This is an optimization exercise on Yosys and OpenROAD, whose aim is a short achievable clock period and few clock cycles per item, not a production implementation.
In this exercise RTL edits were held to simulation tests only and were not proved equivalent to the original.

==> module fp_arithmetic_sequence_generator, before the edit <==
module fp_arithmetic_sequence_generator (
    input wire clk,
    input wire rst_n,
    input wire activate,
    input wire [31:0] a1,
    input wire [31:0] d,
    input wire [31:0] n,
    input wire [31:0] saddr,
    output reg done,
    output reg [31:0] mem_addr,
    output reg [31:0] mem_wdata,
    output reg mem_write,
    input wire mem_ready
);
    reg        busy;      
    reg        pend;      
    reg        tv;        
    reg        pv;        
    reg        nrm;       
    reg        neg;       
    reg [31:0] rem;       
    reg        sd;        
    reg [7:0]  ed;
    reg [23:0] md;
    reg [23:0] X, Y;      
    reg [47:0] W;         
    reg [7:0]  R;         
    reg [7:0]  dR;        
    reg        isB;       
    reg        isA;       
    reg        sX, sY;    
    reg        esub;      
    reg [23:0] rN;        
    reg [7:0]  eN;
    reg        sN;
    reg [31:0] H;         
    reg [31:0] T;         
    reg        tsync;     
    reg [31:0] A;         
    reg        wrn;       
    wire       wr = !wrn;
    wire        st = T[31];
    wire [7:0]  et = T[30:23];
    wire [23:0] mt = {1'b1, T[22:0]};
    wire [24:0] r   = {1'b0, X} + {1'b0, Y} + {24'd0, esub};
    wire        bor = !r[24];                         
    wire kp = !esub & r[24];
    wire k0 = !esub ? !r[24] : (!isB & r[23]);
    wire km = esub & !isB & !r[23] & r[22];
    wire kw = esub & (isB | (!r[23] & !r[22]));
    wire [22:0] f_p  = r[23:1];
    wire [22:0] f_0  = r[22:0];
    wire [22:0] f_m  = {r[21:0], 1'b0};
    wire [22:0] fn   = kp ? f_p : k0 ? f_0 : f_m;
    wire [23:0] mn   = {1'b1, fn};
    wire        sgn  = sX;
    wire dR0  = (dR == 8'd0);
    wire dR1  = (dR == 8'd1);
    wire wrap = (kp & (R == 8'hff)) | (km & (R == 8'h00));
    wire [7:0]  Rp1 = R + 8'd1;
    wire [7:0]  Rm1 = R - 8'd1;
    wire [7:0]  en  = kp ? Rp1 : k0 ? R : Rm1;        
    wire        nC  = km & dR0;                       
    wire        nB  = (k0 & dR0) | (km & dR1);
    wire [7:0]  Rn  = nC ? R : en;
    wire [7:0]  dRp = dR + 8'd1;
    wire [7:0]  dRm = ~(~dR + 8'd1);
    wire [7:0]  dRn = kp ? dRp : k0 ? dR : dR0 ? 8'd0 : dRm;
    wire [47:0] Wn  = !isA ? (kp ? {1'b0, md, 23'd0} : {md, 24'd0}) :
                      kp ? {1'b0, W[47:1]} : k0 ? W : {W[46:0], 1'b0};
    wire [8:0]  pdiff = {1'b0, et} - {1'b0, ed};
    wire [8:0]  pndiff = {1'b0, ed} - {1'b0, et};
    wire        pC = pdiff[8];
    wire        pB = (pdiff == 9'd0);
    wire [7:0]  pnd = pndiff[7:0];                    
    wire [47:0] pW = ({md, 24'd0} >> pdiff[4:0]) & {48{pdiff[7:5] == 3'b000}};
    wire [23:0] pYC = (mt >> pnd[4:0]) & {24{pnd[7:5] == 3'b000}};
    reg [4:0] lz;
    integer i;
    always @* begin
        lz = 5'd0;
        for (i = 0; i < 24; i = i + 1)
            if (rN[i]) lz = 5'd23 - i[4:0];
    end
    wire [23:0] nsh = rN << lz;
    wire        nzero = (rN == 24'd0);
    wire [8:0]  eNlz  = {1'b0, eN} - {4'd0, lz};      
    wire outst    = wr | pend;
    wire pend_n   = outst & !mem_ready;
    wire rem_last = wr ? (rem == 32'd1) : (rem == 32'd0);
    wire tfree    = !tv | wr;
    wire fast     = !nrm & !neg & pv & tfree;
    wire fast_ok  = fast & !kw;
    wire tv_n     = nrm | fast_ok | (tv & !wr);
    wire to_neg   = fast & isB & esub & bor;
    wire wr_n     = busy ? (tv_n & !pend_n & !rem_last) : (activate & (n != 32'd0));
    always @(posedge clk or negedge rst_n) begin
        if (!rst_n) begin
            busy      <= 1'b0;
            pend      <= 1'b0;
            mem_write <= 1'b0;
            wrn       <= 1'b1;
            done      <= 1'b0;
            tv        <= 1'b0;
            pv        <= 1'b0;
            nrm       <= 1'b0;
            neg       <= 1'b0;
            tsync     <= 1'b0;
        end else if (!busy) begin
            pend      <= 1'b0;
            mem_write <= wr_n;
            wrn       <= !wr_n;
            busy      <= activate & (n != 32'd0);
            done      <= activate & (n == 32'd0);
            tv        <= 1'b1;
            pv        <= 1'b0;
            nrm       <= 1'b0;
            neg       <= 1'b0;
            tsync     <= 1'b1;
        end else begin
            pend      <= pend_n;
            mem_write <= wr_n;
            wrn       <= !wr_n;
            done      <= !pend_n & rem_last;
            busy      <= !(!pend_n & rem_last);
            tv        <= tv_n;
            nrm       <= (fast & kw & !to_neg) | neg;
            neg       <= to_neg;
            pv        <= fast ? (!kw & !wrap) : (!nrm & !neg & tsync);
            tsync     <= !fast;
        end
    end
    wire        A_en = !busy | wr;
    wire [31:0] A_n  = !busy ? saddr : A + 32'd4;
    wire        T_en = !busy | nrm | fast;
    wire [31:0] T_nrm = nzero ? {sN, 31'd0} : {sN, eNlz[7:0], nsh[22:0]};
    wire [31:0] T_n  = !busy ? a1 : nrm ? T_nrm : {sgn, en, fn};
    always @(posedge clk) begin
        if (A_en) A <= A_n;
        if (T_en) H <= T_n;
        mem_wdata <= T_en ? T_n : H;
        T <= !busy ? a1 : nrm ? T_nrm : H;
    end
    always @(posedge clk or negedge rst_n) begin
        if (!rst_n) begin
            mem_addr  <= 32'd0;
        end else begin
            if (A_en) mem_addr  <= A_n;
        end
    end
    always @(posedge clk) begin
        if (!busy)
            rem <= n;
        else if (wr)
            rem <= rem - 32'd1;
    end
    always @(posedge clk) begin
        sd <= d[31];
        ed <= d[30:23];
        md <= {1'b1, d[22:0]};
    end
    always @(posedge clk) begin
        rN <= neg ? ~rN + 24'd1 : r[23:0];
        eN <= neg ? eN : R;
        sN <= neg ? sN : (isB & bor) ? sY : sX;
        if (fast) begin
            X    <= nC ? md : mn;
            Y    <= (nC ? {1'b0, mn[23:1]} : Wn[47:24]) ^ {24{sgn ^ sd}};
            W    <= Wn;
            R    <= Rn;
            dR   <= dRn;
            isB  <= nB;
            isA  <= !nB & !nC;
            sX   <= nC ? sd : sgn;
            sY   <= nC ? sgn : sd;
            esub <= sgn ^ sd;
        end else begin
            X    <= pC ? md : mt;
            Y    <= (pC ? pYC : pW[47:24]) ^ {24{st ^ sd}};
            W    <= pW;
            R    <= pC ? ed : et;
            dR   <= pC ? 8'd0 : pdiff[7:0];
            isB  <= pB;
            isA  <= !pB & !pC;
            sX   <= pC ? sd : st;
            sY   <= pC ? st : sd;
            esub <= st ^ sd;
        end
    end
endmodule
export LEC_CHECK = 0
export ABC_CLOCK_PERIOD_IN_PS = 2000
export CAP_MARGIN = 20
export CORE_MARGIN = 2
export CORE_UTILIZATION = 40
export SETUP_SLACK_MARGIN = 5
export SLEW_MARGIN = 20
create_clock -name core_clock -period 12.0 [get_ports {clk}]
standard.sh (not shown) runs the stock make flow with config.mk's settings and CLKGATE_MAP_FILE= SYNTH_SCRIPT=/design/flow/synth_recipe.tcl, a recipe that flattens the netlist after the stock synthesis.
==> flow/flow/run.sh <==
#!/bin/bash
# Standard ORFS layout, with timing repair aimed well below the clock period.
set -euo pipefail
bash standard.sh finish SETUP_SLACK_MARGIN=9 > standard_flow.log 2>&1
Testbench counts at the start, summed over its fixed seeds: cycles 11,567, items 10,866.
Rerun with:
--- a/flow/design.v
+++ b/flow/design.v
@@ -19,5 +19,4 @@
     reg        pv;        
     reg        nrm;       
-    reg        neg;       
     reg [31:0] rem;       
     reg        sd;        
@@ -44,13 +43,16 @@
     wire [7:0]  et = T[30:23];
     wire [23:0] mt = {1'b1, T[22:0]};
-    wire [24:0] r   = {1'b0, X} + {1'b0, Y} + {24'd0, esub};
-    wire        bor = !r[24];                         
-    wire kp = !esub & r[24];
-    wire k0 = !esub ? !r[24] : (!isB & r[23]);
-    wire km = esub & !isB & !r[23] & r[22];
-    wire kw = esub & (isB | (!r[23] & !r[22]));
-    wire [22:0] f_p  = r[23:1];
-    wire [22:0] f_0  = r[22:0];
-    wire [22:0] f_m  = {r[21:0], 1'b0};
+    wire [24:0] sum = {1'b0, X} + {1'b0, Y};
+    wire [24:0] dxy = {1'b0, X} - {1'b0, Y};
+    wire [23:0] dyx = Y - X;
+    wire        bor = dxy[24];                        
+    wire [23:0] rb  = bor ? dyx : dxy[23:0];          
+    wire kp = !esub & sum[24];
+    wire k0 = !esub ? !sum[24] : (!isB & dxy[23]);
+    wire km = esub & !isB & !dxy[23] & dxy[22];
+    wire kw = esub & (isB | (!dxy[23] & !dxy[22]));
+    wire [22:0] f_p  = sum[23:1];
+    wire [22:0] f_0  = esub ? dxy[22:0] : sum[22:0];
+    wire [22:0] f_m  = {dxy[21:0], 1'b0};
     wire [22:0] fn   = kp ? f_p : k0 ? f_0 : f_m;
     wire [23:0] mn   = {1'b1, fn};
@@ -91,8 +93,7 @@
     wire rem_last = wr ? (rem == 32'd1) : (rem == 32'd0);
     wire tfree    = !tv | wr;
-    wire fast     = !nrm & !neg & pv & tfree;
+    wire fast     = !nrm & pv & tfree;
     wire fast_ok  = fast & !kw;
     wire tv_n     = nrm | fast_ok | (tv & !wr);
-    wire to_neg   = fast & isB & esub & bor;
     wire wr_n     = busy ? (tv_n & !pend_n & !rem_last) : (activate & (n != 32'd0));
     always @(posedge clk or negedge rst_n) begin
@@ -106,5 +107,4 @@
             pv        <= 1'b0;
             nrm       <= 1'b0;
-            neg       <= 1'b0;
             tsync     <= 1'b0;
         end else if (!busy) begin
@@ -117,5 +117,4 @@
             pv        <= 1'b0;
             nrm       <= 1'b0;
-            neg       <= 1'b0;
             tsync     <= 1'b1;
         end else begin
@@ -126,7 +125,6 @@
             busy      <= !(!pend_n & rem_last);
             tv        <= tv_n;
-            nrm       <= (fast & kw & !to_neg) | neg;
-            neg       <= to_neg;
-            pv        <= fast ? (!kw & !wrap) : (!nrm & !neg & tsync);
+            nrm       <= fast & kw;
+            pv        <= fast ? (!kw & !wrap) : (!nrm & tsync);
             tsync     <= !fast;
         end
@@ -162,10 +160,10 @@
     end
     always @(posedge clk) begin
-        rN <= neg ? ~rN + 24'd1 : r[23:0];
-        eN <= neg ? eN : R;
-        sN <= neg ? sN : (isB & bor) ? sY : sX;
+        rN <= isB ? rb : dxy[23:0];
+        eN <= R;
+        sN <= (isB & bor) ? sY : sX;
         if (fast) begin
             X    <= nC ? md : mn;
-            Y    <= (nC ? {1'b0, mn[23:1]} : Wn[47:24]) ^ {24{sgn ^ sd}};
+            Y    <= nC ? {1'b0, mn[23:1]} : Wn[47:24];
             W    <= Wn;
             R    <= Rn;
@@ -178,5 +176,5 @@
         end else begin
             X    <= pC ? md : mt;
-            Y    <= (pC ? pYC : pW[47:24]) ^ {24{st ^ sd}};
+            Y    <= pC ? pYC : pW[47:24];
             W    <= pW;
             R    <= pC ? ed : et;
Outcome: Wire length climbs by about a fifth. Cell count rises by roughly a tenth. Utilization rises by 2.3 points. Synthesized cell count climbs by a little under a tenth. Global-route usage goes up by 1.5 points. Cell area goes up by roughly a tenth. Fmax went up slightly. Non-clock buffer count goes up by 153.
Testbench counts after the change, summed over its fixed seeds: cycles 11,560, items 10,866.

[separate check: timing with driven ports]
The results above use ideal ports. As a check the final layouts listed here were re-extracted and re-timed, cells and wires unchanged. Step 1, drivers: a clkbuf_16 drives clk and a buf_2 each remaining input, both assumed. Step 2 also shifts input and output timing later by t, the mid clock arrival at the registers, as if the neighbouring blocks saw the same clock. a / b / c = no drivers / after step 1 / after step 2; a / b = the first two.
run	t, ns	setup slack, ns	latest minus earliest clock arrival (ns)	cell pins on the clock port's net
the first run	0.635	8.112 / 8.112 / 8.112	0.030 / 0.030	1
the second run	0.657	8.183 / 8.183 / 8.134	0.033 / 0.033	1
After both steps every run listed still meets setup and hold. For the second run, which loses most, drivers alone change the setup slack by 0.000 ns; drivers and shift together by -0.049 ns.
